From an optimization exercise on the open Yosys and OpenROAD flow, aimed at small area; shortcuts taken in it are not production practice.
Function was checked by simulation only, so behaviour that the tests miss may differ from the original.
Power and IR drop assume default switching activity.

==> design.v <==
module video_uut (
    input  wire         clk_i           , 
    input  wire         cen_i           , 
    input  wire         rst_i           , 
    input  wire         vid_sel_i       , 
    input  wire [23:0]  vid_rgb_i       , 
    input  wire [1:0]   vh_blank_i      , 
    input  wire [2:0]   dvh_sync_i      , 
    output wire [2:0]   dvh_sync_o      , 
    output wire [23:0]  vid_rgb_o         
);
localparam [3:0] C_BLACK  = 4'b0000;   
localparam [3:0] C_WHITE  = 4'b1111;   
localparam [3:0] C_MAZE   = 4'b0011;   
localparam [3:0] C_BLUE   = 4'b0001;   
localparam [3:0] C_ORANGE = 4'b1100;   
localparam [3:0] C_RED    = 4'b1000;   
localparam [3:0] C_GREEN  = 4'b0110;   
localparam [3:0] C_GBLUE  = 4'b0101;   
localparam [3:0] C_PINK   = 4'b1101;   
localparam [3:0] C_PURPLE = 4'b1001;   
localparam [3:0] C_YELLOW = 4'b1110;   
reg         HD, VD;
reg  [10:0] HCNT;      
reg  [10:0] VCNT;
wire HR = ~HD &  vh_blank_i[0];
wire HF =  HD & ~vh_blank_i[0];
wire VR = ~VD &  vh_blank_i[1];
wire VF =  VD & ~vh_blank_i[1];
wire [10:0] px = HCNT;
wire [10:0] py = VCNT;
localparam NSF = 12;
function automatic [3:0] sf_win(input [11:0] u);
    reg [3:0] t;
    begin
        t = u[3:0] - 4'd7;
        sf_win[3]   = (u[11:4] == 8'd0) && (u[3:0] != 4'd15);
        sf_win[2:0] = t[3] ? -t[2:0] : t[2:0];
    end
endfunction
function automatic sf_pat(input [3:0] wx, input [3:0] wy);
    sf_pat = wx[3] && wy[3] && (wx[2:0] < 3'd2 || wy[2:0] < 3'd2 || wx[2:0] == wy[2:0]);
endfunction
wire [11:0] px7 = {1'b0, px} + 12'd7;
wire [11:0] py7 = {1'b0, py} + 12'd7;
wire [NSF-1:0] sf_on;
wire [11:0] sf_ux [0:NSF-1];
wire [11:0] sf_uy [0:NSF-1];
wire [10:0] sf_xv [0:NSF-1];
wire [10:0] sf_yv [0:NSF-1];
wire [10:0] sf_yg [0:NSF-1];    
genvar gi;
generate
    for (gi = 0; gi < NSF; gi = gi + 1) begin : g_sf
        localparam integer S  = (gi % 8) + 1;
        localparam [10:0]  X0 = (gi * 160) % 1920;
        localparam [10:0]  Y0 = (gi * 90) % 1080;
        if (gi >= 8) begin : g_derived
            wire [10:0] xb = sf_xv[gi-8];
            wire [10:0] yb = sf_yv[gi-8];
            wire c = (yb >= 11'd360);
            wire w = c ? (xb >= 11'd503) : (xb >= 11'd640);
            wire [11:0] uyb = sf_uy[gi-8];
            wire [11:0] uxb = sf_ux[gi-8];
            wire [11:0] uy_lo = uyb - 12'd720;
            wire [11:0] uy_hi = (gi == 11 && yb[1]) ? uyb + 12'd362 : uyb + 12'd360;
            wire [11:0] ux_00 = uxb - 12'd1280;
            wire [11:0] ux_01 = uxb + 12'd640;
            wire [11:0] ux_10 = uxb - 12'd1417;
            wire [11:0] ux_11 = uxb + 12'd503;
            wire [3:0] wy = c ? sf_win(uy_hi) : sf_win(uy_lo);
            wire [3:0] wx = c ? (w ? sf_win(ux_11) : sf_win(ux_10)) : (w ? sf_win(ux_01) : sf_win(ux_00));
            assign sf_on[gi] = sf_pat(wx, wy);
            assign sf_ux[gi] = 12'd0;
            assign sf_uy[gi] = 12'd0;
            assign sf_xv[gi] = 11'd0;
            assign sf_yv[gi] = 11'd0;
            assign sf_yg[gi] = 11'd0;
        end else if (gi == 1 || gi == 3 || gi == 5 || gi == 7) begin : g_double
            localparam integer B  = (gi - 1) / 2;
            localparam [11:0]  K  = (gi == 1 || gi == 5) ? 12'd90 : 12'd88;
            localparam [10:0]  PH = (gi == 3) ? 11'd2 : (gi == 7) ? 11'd6 : 11'd0;
            localparam [10:0]  WR = (gi == 3) ? 11'd1076 : 11'd1072;
            wire [10:0] xb = sf_xv[B];
            wire [10:0] yb = sf_yg[B];
            wire [11:0] ys = {yb, 1'b0} + K;
            wire [1:0]  e  = (ys >= 12'd2160) ? 2'd2 : (ys >= 12'd1080) ? 2'd1 : 2'd0;
            wire [10:0] yg = (e == 2'd2) ? ys - 12'd2160 : (e == 2'd1) ? ys - 12'd1080 : ys;
            wire [12:0] xs = {1'b0, xb, 1'b0} + 13'd160 + ((e == 2'd2) ? 13'd274 : (e == 2'd1) ? 13'd137 : 13'd0);
            wire [10:0] xd = (xs >= 13'd3840) ? xs - 13'd3840 : (xs >= 13'd1920) ? xs - 13'd1920 : xs;
            wire [10:0] yd;
            if (PH != 0) begin : g_phase
                reg p;
                always @(posedge clk_i) begin
                    if (rst_i)
                        p <= 1'b1;
                    else if (cen_i && VF && yd >= WR)
                        p <= 1'b0;
                end
                assign yd = p ? yg + PH : yg;
            end else begin : g_nophase
                assign yd = yg;
            end
            assign sf_xv[gi] = xd;
            assign sf_yv[gi] = yd;
            assign sf_yg[gi] = yg;
            assign sf_ux[gi] = px7 - {1'b0, xd};
            assign sf_uy[gi] = py7 - {1'b0, yd};
            assign sf_on[gi] = sf_pat(sf_win(sf_ux[gi]), sf_win(sf_uy[gi]));
        end else begin : g_stored
            reg [10:0] x, y;
            wire [10:0] yv = (S % 2 == 0 && Y0[0] == 1'b0) ? {y[10:1], 1'b0} : y;
            always @(posedge clk_i) begin
                if (rst_i) begin
                    x <= X0;
                    y <= Y0;
                end else if (cen_i && VF) begin
                    if (yv >= 11'd1080 - S) begin
                        y <= 11'd0;
                        x <= (x >= 11'd1783) ? x - 11'd1783 : x + 11'd137;
                    end else begin
                        y <= yv + S;
                    end
                end
            end
            assign sf_xv[gi] = x;
            assign sf_yv[gi] = yv;
            assign sf_yg[gi] = yv;
            assign sf_ux[gi] = px7 - {1'b0, x};
            assign sf_uy[gi] = py7 - {1'b0, yv};
            assign sf_on[gi] = sf_pat(sf_win(sf_ux[gi]), sf_win(sf_uy[gi]));
        end
    end
endgenerate
reg  [13:6] SXh, SYh;
localparam [13:0] SX0 = 14'd4096;    
localparam [13:0] SY0 = 14'd13348;   
function automatic [5:0] sq_lo(input [4:0] r);
    reg [9:0] q;
    begin
        q = r * r;
        sq_lo = q[5:0];
    end
endfunction
wire [4:0]  ry5 = py[4:0] - 5'd26;    
wire [13:0] SX = {SXh, sq_lo(px[4:0])};
wire [13:0] SY = {SYh, sq_lo(ry5)};
wire [13:0] SX_inc = SX + {2'b0, HCNT, 1'b0} - 14'd1919;
wire [13:0] SY_inc = SY + {2'b0, VCNT, 1'b0} - 14'd499;
wire [13:0] dist_sq = SX + SY;
wire signed [11:0] rel_x = {1'b0, px} - 12'd960;
wire signed [11:0] rel_y = {1'b0, py} - 12'd250;
wire [10:0] abs_y = rel_y[11] ? -rel_y : rel_y;
reg  [11:6] MRh;
localparam [11:0] MR0 = 12'd1856;
wire [11:0] mr_lo = {6'd0, px[5:0]} * 12'd45 + MR0;
wire [11:0] mouth_r = {MRh, mr_lo[5:0]};
wire [11:0] mouth_inc = mouth_r + 12'd45;
wire pac_on = (dist_sq < 14'd900) &&
              !((rel_x > 0) && ({abs_y[5:0], 6'd0} < mouth_r));
wire g_row = (py >= 11'd125) && (py <= 11'd175);
wire g0 = (px >= 11'd130)  && (px <= 11'd170);
wire g1 = (px >= 11'd530)  && (px <= 11'd570);
wire g2 = (px >= 11'd940)  && (px <= 11'd980);
wire g3 = (px >= 11'd1160) && (px <= 11'd1200);
wire g4 = (px >= 11'd1650-11'd20) && (px <= 11'd1670);
wire [10:0] gx = g0 ? 11'd150 : g1 ? 11'd550 : g2 ? 11'd960 : g3 ? 11'd1180 : 11'd1650;
wire [3:0]  gcol = g0 ? C_PINK : g1 ? C_RED : g2 ? C_GBLUE : g3 ? C_GREEN : C_PURPLE;
wire signed [6:0] gdx = px[6:0] - gx[6:0];
wire signed [6:0] gdy = py[6:0] - 7'd22;        
wire [1:0] gshape;   
function automatic [1:0] ghost_shape(input signed [6:0] rx, input signed [6:0] ry);
    reg [6:0] ax;
    reg [11:0] d;
    reg [6:0] t;
    begin
        ax = rx[6] ? -rx : rx;
        t  = ry + 7'sd5;
        t  = t[6] ? -t : t;
        d  = ax * ax + t * t;
        ghost_shape = 2'd0;
        if (ry < -7'sd5) begin
            if (d < 12'd400) ghost_shape = 2'd1;
        end else if (ry < 7'sd20) begin
            ghost_shape = 2'd1;
        end else begin
            if ((rx >= -7'sd20 && rx < -7'sd12 && ry < 7'sd22) ||
                (rx >= -7'sd12 && rx < -7'sd4  && ry < 7'sd24) ||
                (rx >= -7'sd4  && rx <  7'sd4  && ry < 7'sd25) ||
                (rx >=  7'sd4  && rx <  7'sd12 && ry < 7'sd24) ||
                (rx >=  7'sd12 && rx <  7'sd20 && ry < 7'sd22))
                ghost_shape = 2'd1;
        end
        if (((rx >= -7'sd12 && rx <= -7'sd6) || (rx >= 7'sd6 && rx <= 7'sd12)) &&
            (ry >= -7'sd10 && ry <= -7'sd4))
            ghost_shape = 2'd2;
        if (((rx >= -7'sd10 && rx <= -7'sd8) || (rx >= 7'sd8 && rx <= 7'sd10)) &&
            (ry >= -7'sd8 && ry <= -7'sd6))
            ghost_shape = 2'd3;
    end
endfunction
assign gshape = (g_row && (g0 | g1 | g2 | g3 | g4)) ? ghost_shape(gdx, gdy) : 2'd0;
function [3:0] draw_maze;
    input [10:0] px, py;   
    input signed [10:0] offset_y;   
    reg [10:0] center_x, center_y;
    reg [10:0] letter_start_x;
    reg [10:0] letter_width, letter_height;
    reg [10:0] thickness_outer, thickness_inner, thickness_gap;
    reg [10:0] border_thickness;
    reg [10:0] corner_size;
    begin
        center_x = 960;   
        center_y = 540;   
        draw_maze = 4'd0;   
        border_thickness = 15;   
        corner_size = 30;   
        if (py < border_thickness && px >= corner_size && px < 1920 - corner_size) begin
            draw_maze = C_MAZE;
        end
        if (py >= 1080 - border_thickness && px >= corner_size && px < 1920 - corner_size) begin
            draw_maze = C_MAZE;
        end
        if (px < border_thickness && py >= corner_size && py < 1080 - corner_size) begin
            draw_maze = C_MAZE;
        end
        if (px >= 1920 - border_thickness && py >= corner_size && py < 1080 - corner_size) begin
            draw_maze = C_MAZE;
        end
        if (py >= border_thickness + 10 && py < border_thickness + 15 && px >= corner_size + 10 && px < 1920 - corner_size - 10) begin
            draw_maze = C_MAZE;
        end
        if (py >= 1080 - border_thickness - 15 && py < 1080 - border_thickness - 10 && px >= corner_size + 10 && px < 1920 - corner_size - 10) begin
            draw_maze = C_MAZE;
        end
        if (px >= border_thickness + 10 && px < border_thickness + 15 && py >= corner_size + 10 && py < 1080 - corner_size - 10) begin
            draw_maze = C_MAZE;
        end
        if (px >= 1920 - border_thickness - 15 && px < 1920 - border_thickness - 10 && py >= corner_size + 10 && py < 1080 - corner_size - 10) begin
            draw_maze = C_MAZE;
        end
        if ((px < corner_size && py < border_thickness) || (px < border_thickness && py < corner_size)) begin
            draw_maze = C_MAZE;
        end
        if ((px >= border_thickness + 10 && px < corner_size + 10 && py >= border_thickness + 10 && py < border_thickness + 15) ||
            (px >= border_thickness + 10 && px < border_thickness + 15 && py >= border_thickness + 10 && py < corner_size + 10)) begin
            draw_maze = C_MAZE;
        end
        if ((px >= 1920 - corner_size && py < border_thickness) || (px >= 1920 - border_thickness && py < corner_size)) begin
            draw_maze = C_MAZE;
        end
        if ((px >= 1920 - corner_size - 10 && px < 1920 - border_thickness - 10 && py >= border_thickness + 10 && py < border_thickness + 15) ||
            (px >= 1920 - border_thickness - 15 && px < 1920 - border_thickness - 10 && py >= border_thickness + 10 && py < corner_size + 10)) begin
            draw_maze = C_MAZE;
        end
        if ((px < corner_size && py >= 1080 - border_thickness) || (px < border_thickness && py >= 1080 - corner_size)) begin
            draw_maze = C_MAZE;
        end
        if ((px >= border_thickness + 10 && px < corner_size + 10 && py >= 1080 - border_thickness - 15 && py < 1080 - border_thickness - 10) ||
            (px >= border_thickness + 10 && px < border_thickness + 15 && py >= 1080 - corner_size - 10 && py < 1080 - border_thickness - 10)) begin
            draw_maze = C_MAZE;
        end
        if ((px >= 1920 - corner_size && py >= 1080 - border_thickness) || (px >= 1920 - border_thickness && py >= 1080 - corner_size)) begin
            draw_maze = C_MAZE;
        end
        if ((px >= 1920 - corner_size - 10 && px < 1920 - border_thickness - 10 && py >= 1080 - border_thickness - 15 && py < 1080 - border_thickness - 10) ||
            (px >= 1920 - border_thickness - 15 && px < 1920 - border_thickness - 10 && py >= 1080 - corner_size - 10 && py < 1080 - border_thickness - 10)) begin
            draw_maze = C_MAZE;
        end
        letter_start_x = 200;   
        letter_width = 350;   
        letter_height = 450;   
        thickness_outer = 16;   
        thickness_inner = 16;    
        thickness_gap = 20;      
        if (px >= letter_start_x && px < letter_start_x + letter_width && py >= center_y - letter_height/2 && py < center_y + letter_height/2) begin
            if (((px >= letter_start_x && px < letter_start_x + thickness_outer) ||  
                 (px >= letter_start_x + thickness_outer + thickness_gap && px < letter_start_x + thickness_outer + thickness_gap + thickness_inner)) &&
                (py >= center_y - letter_height/2 && py < center_y + letter_height/2)) begin
                draw_maze = C_BLUE;
            end
            if (((py >= center_y - letter_height/2 && py < center_y - letter_height/2 + thickness_outer) ||  
                 (py >= center_y - letter_height/2 + thickness_outer + thickness_gap && py < center_y - letter_height/2 + thickness_outer + thickness_gap + thickness_inner)) &&
                (px >= letter_start_x && px < letter_start_x + letter_width)) begin
                draw_maze = C_BLUE;
            end
            if (((px >= letter_start_x + letter_width - thickness_outer && px < letter_start_x + letter_width) ||  
                 (px >= letter_start_x + letter_width - thickness_outer - thickness_gap - thickness_inner && px < letter_start_x + letter_width - thickness_outer - thickness_gap)) &&
                (py >= center_y - letter_height/2 + thickness_outer && py < center_y)) begin
                draw_maze = C_BLUE;
            end
            if (((py >= center_y && py < center_y + thickness_outer) ||  
                 (py >= center_y + thickness_outer + thickness_gap && py < center_y + thickness_outer + thickness_gap + thickness_inner)) &&
                (px >= letter_start_x && px < letter_start_x + letter_width)) begin
                draw_maze = C_BLUE;
            end
            if (((px >= letter_start_x + letter_width - thickness_outer && px < letter_start_x + letter_width) ||  
                 (px >= letter_start_x + letter_width - thickness_outer - thickness_gap - thickness_inner && px < letter_start_x + letter_width - thickness_outer - thickness_gap)) &&
                (py >= center_y + thickness_outer && py < center_y + letter_height/2)) begin
                draw_maze = C_BLUE;
            end
        end
        if (px >= letter_start_x + 430 && px < letter_start_x + 430 + letter_width && py >= center_y - letter_height/2 && py < center_y + letter_height/2) begin
            if (((px >= letter_start_x + 430 && px < letter_start_x + 430 + thickness_outer) ||  
                 (px >= letter_start_x + 430 + thickness_outer + thickness_gap && px < letter_start_x + 430 + thickness_outer + thickness_gap + thickness_inner)) &&
                (py >= center_y - letter_height/2 && py < center_y + letter_height/2)) begin
                draw_maze = C_ORANGE;
            end
            if (((px >= letter_start_x + 430 + letter_width - thickness_outer && px < letter_start_x + 430 + letter_width) ||  
                 (px >= letter_start_x + 430 + letter_width - thickness_outer - thickness_gap - thickness_inner && px < letter_start_x + 430 + letter_width - thickness_outer - thickness_gap)) &&
                (py >= center_y - letter_height/2 && py < center_y + letter_height/2)) begin
                draw_maze = C_ORANGE;
            end
            if (((py >= center_y - letter_height/2 && py < center_y - letter_height/2 + thickness_outer) ||  
                 (py >= center_y - letter_height/2 + thickness_outer + thickness_gap && py < center_y - letter_height/2 + thickness_outer + thickness_gap + thickness_inner)) &&
                (px >= letter_start_x + 430 + thickness_outer && px < letter_start_x + 430 + letter_width - thickness_outer)) begin
                draw_maze = C_ORANGE;
            end
            if (((py >= center_y + letter_height/2 - thickness_outer && py < center_y + letter_height/2) ||  
                 (py >= center_y + letter_height/2 - thickness_outer - thickness_gap - thickness_inner && py < center_y + letter_height/2 - thickness_outer - thickness_gap)) &&
                (px >= letter_start_x + 430 + thickness_outer && px < letter_start_x + 430 + letter_width - thickness_outer)) begin
                draw_maze = C_ORANGE;
            end
        end
        if (px >= letter_start_x + 860 && px < letter_start_x + 860 + letter_width && py >= center_y - letter_height/2 && py < center_y + letter_height/2) begin
            if (((px >= letter_start_x + 860 && px < letter_start_x + 860 + thickness_outer) ||  
                 (px >= letter_start_x + 860 + thickness_outer + thickness_gap && px < letter_start_x + 860 + thickness_outer + thickness_gap + thickness_inner)) &&
                (py >= center_y - letter_height/2 + thickness_outer && py < center_y)) begin
                draw_maze = C_RED;
            end
            if (((py >= center_y - letter_height/2 && py < center_y - letter_height/2 + thickness_outer) ||  
                 (py >= center_y - letter_height/2 + thickness_outer + thickness_gap && py < center_y - letter_height/2 + thickness_outer + thickness_gap + thickness_inner)) &&
                (px >= letter_start_x + 860 + thickness_outer && px < letter_start_x + 860 + letter_width - thickness_outer)) begin
                draw_maze = C_RED;
            end
            if (((px >= letter_start_x + 860 + letter_width - thickness_outer && px < letter_start_x + 860 + letter_width) ||  
                 (px >= letter_start_x + 860 + letter_width - thickness_outer - thickness_gap - thickness_inner && px < letter_start_x + 860 + letter_width - thickness_outer - thickness_gap)) &&
                (py >= center_y - letter_height/2 + thickness_outer && py < center_y - letter_height/2 + 60)) begin
                draw_maze = C_RED;
            end
            if (((py >= center_y && py < center_y + thickness_outer) ||  
                 (py >= center_y + thickness_outer + thickness_gap && py < center_y + thickness_outer + thickness_gap + thickness_inner)) &&
                (px >= letter_start_x + 860 && px < letter_start_x + 860 + letter_width)) begin
                draw_maze = C_RED;
            end
            if (((px >= letter_start_x + 860 + letter_width - thickness_outer && px < letter_start_x + 860 + letter_width) ||  
                 (px >= letter_start_x + 860 + letter_width - thickness_outer - thickness_gap - thickness_inner && px < letter_start_x + 860 + letter_width - thickness_outer - thickness_gap)) &&
                (py >= center_y + thickness_outer && py < center_y + letter_height/2)) begin
                draw_maze = C_RED;
            end
            if (((py >= center_y + letter_height/2 - thickness_outer && py < center_y + letter_height/2) ||  
                 (py >= center_y + letter_height/2 - thickness_outer - thickness_gap - thickness_inner && py < center_y + letter_height/2 - thickness_outer - thickness_gap)) &&
                (px >= letter_start_x + 860 && px < letter_start_x + 860 + letter_width - thickness_outer)) begin
                draw_maze = C_RED;
            end
        end
        if (px >= letter_start_x + 1290 && px < letter_start_x + 1290 + letter_width && py >= center_y - letter_height/2 && py < center_y + letter_height/2) begin
            if (((px >= letter_start_x + 1290 && px < letter_start_x + 1290 + thickness_outer) ||  
                 (px >= letter_start_x + 1290 + thickness_outer + thickness_gap && px < letter_start_x + 1290 + thickness_outer + thickness_gap + thickness_inner)) &&
                (py >= center_y - letter_height/2 + thickness_outer && py < center_y)) begin
                draw_maze = C_GREEN;
            end
            if (((py >= center_y - letter_height/2 && py < center_y - letter_height/2 + thickness_outer) ||  
                 (py >= center_y - letter_height/2 + thickness_outer + thickness_gap && py < center_y - letter_height/2 + thickness_outer + thickness_gap + thickness_inner)) &&
                (px >= letter_start_x + 1290 + thickness_outer && px < letter_start_x + 1290 + letter_width - thickness_outer)) begin
                draw_maze = C_GREEN;
            end
            if (((px >= letter_start_x + 1290 + letter_width - thickness_outer && px < letter_start_x + 1290 + letter_width) ||  
                 (px >= letter_start_x + 1290 + letter_width - thickness_outer - thickness_gap - thickness_inner && px < letter_start_x + 1290 + letter_width - thickness_outer - thickness_gap)) &&
                (py >= center_y - letter_height/2 + thickness_outer && py < center_y - letter_height/2 + 60)) begin
                draw_maze = C_GREEN;
            end
            if (((py >= center_y && py < center_y + thickness_outer) ||  
                 (py >= center_y + thickness_outer + thickness_gap && py < center_y + thickness_outer + thickness_gap + thickness_inner)) &&
                (px >= letter_start_x + 1290 && px < letter_start_x + 1290 + letter_width)) begin
                draw_maze = C_GREEN;
            end
            if (((px >= letter_start_x + 1290 + letter_width - thickness_outer && px < letter_start_x + 1290 + letter_width) ||  
                 (px >= letter_start_x + 1290 + letter_width - thickness_outer - thickness_gap - thickness_inner && px < letter_start_x + 1290 + letter_width - thickness_outer - thickness_gap)) &&
                (py >= center_y + thickness_outer && py < center_y + letter_height/2)) begin
                draw_maze = C_GREEN;
            end
            if (((py >= center_y + letter_height/2 - thickness_outer && py < center_y + letter_height/2) ||  
                 (py >= center_y + letter_height/2 - thickness_outer - thickness_gap - thickness_inner && py < center_y + letter_height/2 - thickness_outer - thickness_gap)) &&
                (px >= letter_start_x + 1290 && px < letter_start_x + 1290 + letter_width - thickness_outer)) begin
                draw_maze = C_GREEN;
            end
        end
    end
endfunction
wire [3:0] maze_c = draw_maze(px, py, 11'd0);
wire dot_on = (maze_c == 4'd0) &&
              px >= 80 && px < 1840 && py >= 80 && py < 1000 &&
              (px % 50 >= 22 && px % 50 < 28) && (py % 50 >= 22 && py % 50 < 28);
reg [3:0] pix_c;
always @* begin
    pix_c = C_BLACK;
    if (dot_on)               pix_c = C_WHITE;
    if (maze_c != 4'd0)       pix_c = maze_c;
    if (gshape == 2'd1)       pix_c = gcol;
    if (gshape == 2'd2)       pix_c = C_WHITE;
    if (pac_on)               pix_c = C_YELLOW;
    if (|sf_on)               pix_c = C_WHITE;
end
reg [3:0] col_q;
reg [2:0] dvh_sync_d1;
always @(posedge clk_i) begin
    if (rst_i) begin
        HD <= 1'b0;
        VD <= 1'b0;
        HCNT <= 11'd0;
        VCNT <= 11'd0;
        SXh <= SX0[13:6];
        SYh <= SY0[13:6];
        MRh <= MR0[11:6];
        col_q <= C_BLACK;
        dvh_sync_d1 <= 3'b000;
    end else if (cen_i) begin
        HD <= vh_blank_i[0];
        VD <= vh_blank_i[1];
        if (HF || (!vh_blank_i[0] && HCNT == 11'd2047)) begin
            HCNT <= 11'd0;
            SXh <= SX0[13:6];
            MRh <= MR0[11:6];
        end else if (!vh_blank_i[0]) begin
            HCNT <= HCNT + 11'd1;
            SXh <= SX_inc[13:6];
            MRh <= mouth_inc[11:6];
        end
        if (VF || (HR && VCNT == 11'd2047)) begin
            VCNT <= 11'd0;
            SYh <= SY0[13:6];
        end else if (HR) begin
            VCNT <= VCNT + 11'd1;
            SYh <= SY_inc[13:6];
        end
        col_q <= pix_c;
        dvh_sync_d1 <= dvh_sync_i;
    end
end
wire c3 = col_q[3], c2 = col_q[2], c1 = col_q[1], c0 = col_q[0];
wire r_lo = c3 & (c2 | ~c0);                  
wire o_g5 = c2 & (c3 | c1);
wire o_g4 = c2 & (c1 | (c3 & c0));
wire o_g3 = c2 & c1;                          
wire o_g2 = c2 & (c1 | (c3 & ~c0));           
wire b_lo = c0 & (~c1 | c2);                  
wire [23:0] rgb = {c3, {7{r_lo}},
                   c2, c1, o_g5, o_g4, o_g3, o_g2, o_g3, o_g2,
                   c0, {7{b_lo}}};
assign dvh_sync_o = dvh_sync_d1;
assign vid_rgb_o  = rgb;
endmodule
==> flow/run.sh <==
#!/bin/bash
# The standard layout (standard.sh) with buf_1 port buffers, a different clock
# tree (clkbuf_8 only,
# clusters of up to 20 sinks within 60 um, no dummy loads) and a different
# combinational mapping in
# synthesis, and timing-driven global placement that keeps none of its trial
# repairs (GPL_KEEP_OVERFLOW=0; the later repair steps fix what is needed).
# Synthesis:
#  - adders are left to ABC as plain logic (no full/half-adder cell
#    extraction, no Kogge-Stone carry network);
#  - ABC runs flow/deep.abc (deepsyn restructuring, then ABC's area-oriented
#    mapper amap) instead of ORFS's abc script.
# flow/synth.tcl is synth_recipe.tcl with an abc wrapper that swaps the script;
# registers, their names and cell types are those of the standard synthesis.
set -euo pipefail
export MY_ABC_SCRIPT="$PWD/flow/deep.abc"
bash standard.sh SYNTH_SCRIPT="$PWD/flow/synth.tcl" ADDER_MAP_FILE= SYNTH_OPERATIONS_ARGS=-nofsm GPL_KEEP_OVERFLOW=0 BUFFER_PORTS_ARGS="-buffer_cell sky130_fd_sc_hd__buf_1" CTS_ARGS="-sink_clustering_enable -repair_clock_nets -dont_use_dummy_load -sink_clustering_size 20 -sink_clustering_max_diameter 60 -buf_list {sky130_fd_sc_hd__clkbuf_8}" finish > make_finish.log 2>&1
==> flow/deep.abc <==
strash
&get -n
&fraig -x
&deepsyn -T 100
&deepsyn -T 100
&put
strash
dch -f
amap -m -F 3 -A 10
strash
dch -f
amap -m -F 3 -A 10
==> flow/synth.tcl <==
# synth_recipe.tcl with an abc wrapper: the ABC script is replaced by $MY_ABC_SCRIPT
proc synth {args} { yosys synth -nofsm -noshare {*}$args }
proc abc {args} {
  set out {}
  set skip 0
  foreach a $args {
    if {$skip} { set skip 0; continue }
    if {$a eq "-script"} { set skip 1; continue }
    lappend out $a
  }
  if {[info exists ::env(MY_ABC_SCRIPT)] && $::env(MY_ABC_SCRIPT) ne ""} {
    set out [linsert $out 0 -script $::env(MY_ABC_SCRIPT)]
  }
  yosys abc {*}$out
}
source $::env(SCRIPTS_DIR)/synth.tcl
# left out here: clear keep_hierarchy, flatten, clean up, hide names made inside functions, write 1_2_yosys.v
==> standard.sh <==
#!/bin/bash
# synth_recipe.tcl (not shown) runs the flow's synth.tcl, then flattens the netlist and writes it again
# the make line also repeats each setting of config.mk as NAME=value (left out here)
make -C /OpenROAD-flow-scripts/flow DESIGN_CONFIG=/design/flow/config.mk WORK_HOME=/design/flow/orfs CLKGATE_MAP_FILE= SYNTH_SCRIPT=/design/flow/synth_recipe.tcl "${@:-finish}"
==> config.mk <==
export PLATFORM = sky130hd
export DESIGN_NAME = video_uut
export DESIGN_NICKNAME = video_uut
export VERILOG_FILES = /design/flow/design.v
export SDC_FILE = /design/flow/constraint.sdc
export NUM_CORES = 4
export LEC_CHECK = 0
export CAP_MARGIN = 20
export CORE_MARGIN = 2
export CORE_UTILIZATION = 40
export SLEW_MARGIN = 20
==> constraint.sdc <==
create_clock -name core_clock -period 13.0 [get_ports {clk_i}]
set_input_delay 2.6000 -clock core_clock [delete_from_list [all_inputs] [get_ports {clk_i}]]
set_output_delay 2.6000 -clock core_clock [all_outputs]
set_load 0.01 [all_outputs]
==> results_dict.tcl, run 1 <==
set metrics [dict create \
    comb_power_share 0.306 \
    antenna_found_initial 0 \
    ctsHoldBuffers 0 \
    required_ps 13520 \
    mappedNetlistNets 3099 \
    pwr-share-clk 0.276 \
    startpoint "g_sf[0].genblk1.g_stored.y[0]" \
    worstPathMaxFanout 10 \
    cts_buffer_depth 2 \
    p_leak_nw 6.10 \
    slew_viol_final 0 \
    status "no timing/DRC/antenna violations" \
    grt_overflow_total 0 \
    htree_num_levels 4 \
    wl_per_cell_um 21.2 \
    synth_compound_area_frac 0.445 \
    fillCellCount 4763 \
    fin_nets 3158 \
    hold-worst-slack_ps 470 \
    maxCapViolCount 0 \
    intPower_w 0.000667 \
    start_kind "register" \
    clock_latency_ps 580 \
    hp-start "MRh[11]" \
    firstDrtPassIters 11 \
    layout_setup_ws_ps 1290 \
    yosysWarnings 1 \
    fin_area_um2 18900 \
    tns_ps 0 \
    clk_pin_slew_worst_paths_ps 90 \
    synth_commonest_cells "nor2_1, clkinv_1, o21ai_0, a21oi_1, nand2_1" \
    rrSetupSlack_ps 1290 \
    root_buffer "clkbuf_8" \
    drt-initial-drc-count 2435 \
    io_pins 60 \
    hold_path_depth 1 \
    yosysTopAreaCell "dfxtp_1" \
    track_usage 0.346 \
    grt_pass1_vias 20900 \
    swShare 0.395 \
    fin_crit_sh 0.901 \
    rows 76 \
    syn_area_um2 17400 \
    ant_nets 0 \
    die_h_um 213 \
    async_reset_ff_frac 0 \
    power_switching_w 0.000436 \
    routed_via_density 6.34 \
    avgSynthCellArea_um2 5.68 \
    powerDensity_nw_per_um2 58.3 \
    ys_ff_latch 143 \
    reg2reg_depth 67 \
    path_class "register to register" \
    arrival_ps 12230 \
    cts_buffers 17 \
    grt_max_degree 36 \
    dp_hpwl_mm 59.7 \
    synth_xor_area_frac 0.00151 \
    holdPathEnd "MRh[11]" \
    synthToLayoutAreaGrowth_pct 8.69 \
    max_slew_margin 0.174 \
    synth_top_area_share 0.164 \
    irDropWorstVdd_v 0.0000631 \
    synth_edf_count 0 \
    worstSetupEndpointType "register" \
    finalSetupViolCount 0 \
    r2r_start "g_sf[0].genblk1.g_stored.y[0]" \
    drc 0 \
    r2r_end "col_q[1]" \
    die_x_um 213 \
    cts_tree "done" \
    die-area_um2 45200 \
    io_buffers 34 \
    max_stage_delay_ps 570 \
    grt_pass1_wl_mm 119 \
    finalCriticalPeriod_ps 11710 \
    synth_cell_type_count 57 \
    crit_top_cell "nor2_1" \
    place_ws_ps -3000 \
    core_um2 43000 \
    yosysMostFrequentCell "nor2_1" \
    routed_wl_mm 78.7 \
    synth_mux_area_frac 0 \
    finalCoreUtilization 0.440 \
    worst_pin_slew_ps 1230 \
    gp_congestion 1.02 \
    clock_skew_ps 31.5 \
    clock_sinks 143 \
    hold_viol_final 0 \
    max_freq_mhz 85.4 \
    yosys.area_share.adder 0 \
    hp-class "register to register" \
    yosys.area_share.simple 0.292 \
    diodes 0 \
    crit_path_top_delay_cell "or4_1" \
    start_util 0.405 \
    yosysSeqAreaShare 0.164 \
    syn_inst 3066 \
    pwr-share-seq 0.418 \
    synth_top_family_by_area "compound AO/OA/AOI/OAI gates" \
    synthTopCellsByArea "dfxtp_1, nor2_1, o21ai_0" \
    placed_cell_area_um2 18300 \
    drive_above_1_share 0.0343 \
    num_vias 23500 \
    synth-main-ff-cell "dfxtp_1" \
]
sequential cells by signal, summed over array words and instances, names as in the netlist:
name	count
HCNT	11
HD	1
MRh	6
SXh	8
SYh	8
VCNT	11
VD	1
col_q	4
dvh_sync_d1	3
g_sf.genblk1.g_double.g_phase.p	2
g_sf.genblk1.g_stored.x	44
g_sf.genblk1.g_stored.y	44
placed cells by master (no fill, tap or decap), types with 7 or more instances in the layout:
cell       synthesis  final
a221oi_1          21     20
o32a_1             8      8
nor2b_1           30     29
o21ai_0          391    372
a211oi_1          37     37
o21ai_2            0      8
a2111oi_0         13     11
o21a_1            41     41
clkbuf_8           0     17
nor4_1            23     22
a21oi_1          317    310
o221ai_1          22     22
or4_1              7      7
o211ai_1          12     12
a32oi_1            7      7
o31ai_1           12     11
clkinv_1         402    392
nor3_1           101     98
nor2_1           691    682
buf_4             24     17
nor2_2             0      7
o311ai_0           8      8
a31oi_1           39     37
dfxtp_1          143    139
o21bai_1           8      8
a21o_1            15     15
o22ai_1          203    197
nand4_1            7      7
a22oi_1           39     39
or2_0             24     24
nand3_1           34     34
or3_1             11     11
o2111ai_1         17     17
buf_6              0      7
o21ai_1            0     10
nand2_1          262    260
o32ai_1           19     19
buf_1              0     33
power groups by stage:
stage	clock network, W	logic [W]	registers, W
2_1_floorplan	0	0.000243	0.000465
3_3_place_gp	0	0.000316	0.000471
3_5_place_dp	0	0.000323	0.000471
4_1_cts	0.000312	0.000326	0.000461
5_1_grt	0.000320	0.000374	0.000462
6_report	0.000305	0.000337	0.000461
per-stage QoR:
step	power [W]	instances
final	0.00110	3708
after global routing	0.00116	3708
after CTS	0.00110	3697
after detailed placement	0.000795	3676
after global placement	0.000787	3661
after floorplan	0.000708	3066
how the worst max path moves through the flow:
stage	slack [ps]	to
after detailed placement	-3000	col_q[1]
after floorplan	1660	col_q[1]
after global placement	-3000	col_q[1]
after global routing	-50	col_q[1]
after CTS	2	col_q[3]
final	1290	col_q[1]
cells by family (layout without fill, tap and decap cells):
logic type	count (synthesis)	in the layout
AOI/OAI and AO/OA	1278	1278
and+or+nand+nor	1216	1216
DFF	143	143
buffers and inverters	426	483
xor gates and xnor gates	3	3
metal layers:
layer  part of all wire  track usage
met1               0.41        0.430
met2               0.43        0.546
met3              0.092       0.0684
met4              0.069        0.224
met5                  0            0
critical path: cells and delay by family (launching register included):
family	cells	cell delay (ps)
flip-flops	1	420
buffers and inverters	14	1780
AND/OR/NAND/NOR	27	4200
AO/OA/AOI/OAI	26	5200
what timing repair did:
action,in CTS,in global routing
setup buffers,4,11
pin swaps,2,5
hold endpoints to repair,0,0
resized for setup,26,40
cloned,0,0
endpoints found under the setup margin,5,4
cell type report:
type	count	area [µm²]	share of cell area
multi-input cells	2497	13100	0.694
flip-flops and latches	143	2870	0.152
inverters	402	1530	0.0808
well taps	585	732	0.0387
repair buffers	64	435	0.0230
clock buffers	17	234	0.0124
==> inputs of run 2 (changes only) <==
==> flow/run.sh (replaced) <==
#!/bin/bash
# The standard layout (standard.sh) with buf_1 port buffers, a different clock
# tree (clkbuf_8 only,
# clusters of up to 20 sinks within 60 um, no dummy loads) and a different
# combinational mapping in
# synthesis:
#  - adders are left to ABC as plain logic (no full/half-adder cell
#    extraction, no Kogge-Stone carry network);
#  - ABC runs flow/deep.abc (deepsyn restructuring, then ABC's area-oriented
#    mapper amap) instead of ORFS's abc script.
# flow/synth.tcl is synth_recipe.tcl with an abc wrapper that swaps the script;
# registers, their names and cell types are those of the standard synthesis.
set -euo pipefail
export MY_ABC_SCRIPT="$PWD/flow/deep.abc"
bash standard.sh SYNTH_SCRIPT="$PWD/flow/synth.tcl" ADDER_MAP_FILE= SYNTH_OPERATIONS_ARGS=-nofsm BUFFER_PORTS_ARGS="-buffer_cell sky130_fd_sc_hd__buf_1" CTS_ARGS="-sink_clustering_enable -repair_clock_nets -dont_use_dummy_load -sink_clustering_size 20 -sink_clustering_max_diameter 60 -buf_list {sky130_fd_sc_hd__clkbuf_8}" finish > make_finish.log 2>&1
==> results_dict.tcl, run 2 <==
set metrics [dict create \
    status "no timing/DRC/antenna violations" \
    maxCapViolCount 0 \
    fin_crit_sh 0.911 \
    routed_wl_mm 78.5 \
    intPower_w 0.000671 \
    ant_nets 0 \
    ys_ff_latch 143 \
    dp_hpwl_mm 59.3 \
    async_reset_ff_frac 0 \
    final_common_cell "nor2_1" \
    yosysWarnings 1 \
    drt-initial-drc-count 2708 \
    synth_cell_type_count 57 \
    crit_top_cell "nor2_1" \
    rrSetupSlack_ps 1160 \
    io_buffers 34 \
    max_stage_delay_ps 550 \
    start_kind "register" \
    clock_sinks 143 \
    hold_path_depth 1 \
    core_um2 43000 \
    diodes 0 \
    reg2reg_depth 69 \
    fin_nets 3210 \
    fin_area_um2 19000 \
    tns_ps 0 \
    crit_path_top_delay_cell "or4_1" \
    track_usage 0.346 \
    arrival_ps 12350 \
    clock_latency_ps 580 \
    syn_area_um2 17400 \
    worst_pin_slew_ps 1080 \
    antenna_found_initial 0 \
    worstSetupEndpointType "register" \
    synth_commonest_cells "nor2_1, clkinv_1, o21ai_0, a21oi_1, nand2_1" \
    firstDrtPassIters 6 \
    power_switching_w 0.000438 \
    r2r_end "col_q[1]" \
    drive_above_1_share 0.0350 \
    htree_num_levels 4 \
    synth_edf_count 0 \
    grt_max_degree 40 \
    rows 76 \
    comb_power_share 0.316 \
    cts_tree "done" \
    gp_congestion 1.03 \
    synthTopCellsByArea "dfxtp_1, nor2_1, o21ai_0" \
    syn_inst 3066 \
    hp-class "register to register" \
    synthToLayoutAreaGrowth_pct 9.06 \
    die_x_um 213 \
    root_buffer "clkbuf_8" \
    finalSetupViolCount 0 \
    p_leak_nw 6.27 \
    synth-main-ff-cell "dfxtp_1" \
    yosysSeqAreaShare 0.164 \
    yosysMostFrequentCell "nor2_1" \
    die-area_um2 45200 \
    synth_top_area_share 0.164 \
    wl_per_cell_um 20.9 \
    cts_buffer_depth 2 \
    pwr-share-clk 0.274 \
    path_delay_family "simple AND/OR/NAND/NOR gates" \
    r2r_start "g_sf[0].genblk1.g_stored.y[1]" \
    clock_skew_ps 35.5 \
    irDropWorstVdd_v 0.0000686 \
    max_slew_margin 0.271 \
    routed_via_density 6.30 \
    holdPathEnd "MRh[11]" \
    hold_viol_final 0 \
    die_h_um 213 \
    final_cell_mix "nor2_1, clkinv_1, o21ai_0" \
    drc 0 \
    place_ws_ps 1080 \
    io_pins 60 \
    worstSetupPathDepth 69 \
    max_freq_mhz 84.5 \
    top_regs "g_sf.genblk1.g_stored.x (44), g_sf.genblk1.g_stored.y (44)" \
    start_util 0.405 \
    pwr-share-seq 0.410 \
    placed_cell_area_um2 18700 \
    cts_buffers 17 \
    hp-start "MRh[11]" \
    worstPathMaxFanout 8 \
    path_buf_inv 19 \
    clk_pin_slew_worst_paths_ps 100 \
    grt_pass1_wl_mm 120 \
    yosysTopAreaCell "dfxtp_1" \
    avgSynthCellArea_um2 5.68 \
    mappedNetlistNets 3099 \
    power_w 0.00111 \
    grt_overflow_total 0 \
    powerDensity_nw_per_um2 58.4 \
    grt_pass1_vias 21300 \
    layout_setup_ws_ps 1160 \
    finalCriticalPeriod_ps 11840 \
    path_class "register to register" \
    required_ps 13510 \
    num_vias 23700 \
    swShare 0.395 \
    slew_viol_final 0 \
]
## run 2: worst max-delay path by stage
stage                                       start        to  slack [ps]
floorplan           g_sf[0].genblk1.g_stored.y[0]  col_q[1]        1660
global placement    g_sf[0].genblk1.g_stored.y[1]  col_q[3]        1140
detailed placement  g_sf[0].genblk1.g_stored.y[1]  col_q[3]        1080
CTS                 g_sf[0].genblk1.g_stored.y[1]  col_q[3]        1000
global route        g_sf[0].genblk1.g_stored.y[1]  col_q[3]         -10
finish              g_sf[0].genblk1.g_stored.y[1]  col_q[1]        1160
## run 2: kinds of logic (layout without fill, tap and decap cells)
kind of cell	Yosys count	after routing	synth area share
simple gates	1216	1216	0.292
xor+xnor	3	3	0.00151
flops	143	143	0.164
compound gates	1278	1278	0.445
buf+inv	426	535	0.0970
## run 2: what timing repair did
action / in CTS / in global routing
gates resized for setup: 0 / 19
hold buffers: 0 / 0
setup buffers: 0 / 1
endpoints found under the setup margin: 0 / 4
## run 2: power by group through the flow
stage | combinational, W | sequential (W) | clock, W
finish | 0.000351 | 0.000454 | 0.000304
global route | 0.000386 | 0.000456 | 0.000324
CTS | 0.000340 | 0.000454 | 0.000313
detailed placement | 0.000338 | 0.000465 | 0
global placement | 0.000333 | 0.000464 | 0
floorplan | 0.000243 | 0.000465 | 0
## run 2: layout make-up
type,count,area (µm²)
well taps,585,732
repair buffers,116,744
clock buffers,17,234
fillers,4687,24000
flip-flops and latches,143,2860
multi-input cells,2497,12900
inverters,402,1510
## run 2: per-stage QoR
| step | hold WS [ps] | cells | utilization |
|---|---|---|---|
| after global routing | 505 | 3760 | 0.442 |
| after CTS | 470 | 3759 | 0.441 |
| after floorplan | 431 | 3066 | - |
| after global placement | 451 | 3742 | 0.435 |
| after detailed placement | 456 | 3742 | 0.435 |
| final | 470 | 3760 | 0.442 |
## run 2: metal layers
| layer | vias up | wire length (µm) | track usage |
|---|---|---|---|
| li1 | 11400 | - | - |
| met1 | 10700 | 32000 | 0.438 |
| met2 | 1285 | 33000 | 0.531 |
| met3 | 315 | 7590 | 0.0624 |
| met4 | 0 | 5930 | 0.246 |
| met5 | - | 0 | 0 |

## separate check: timing with driven ports
The flow's constraints put no driver on any port. The routed layouts listed below were extracted and timed again, unchanged, in two steps. Step 1 sets driving cells, clkbuf_16 on the clock port and buf_2 on the other inputs (assumed; they add their load-dependent delay and slew). Step 2, shift: input delay + t, output delay - t, t = (earliest + latest rising clock arrival at the registers) / 2. This alone moves slack from input paths to output paths. Slacks: ideal / step 1 / step 2; pairs: ideal / step 1.
run | shift t [ns] | setup slack, ns | worst setup path after step 2 | worst data-port slew with drivers (ns)
run 1 | 0.621 | 1.293 / 1.293 / 1.293 | register to register | 0.03
run 2 | 0.617 | 1.161 / 1.161 / 1.161 | register to register | 0.03
After both steps setup and hold are still met in every run listed.
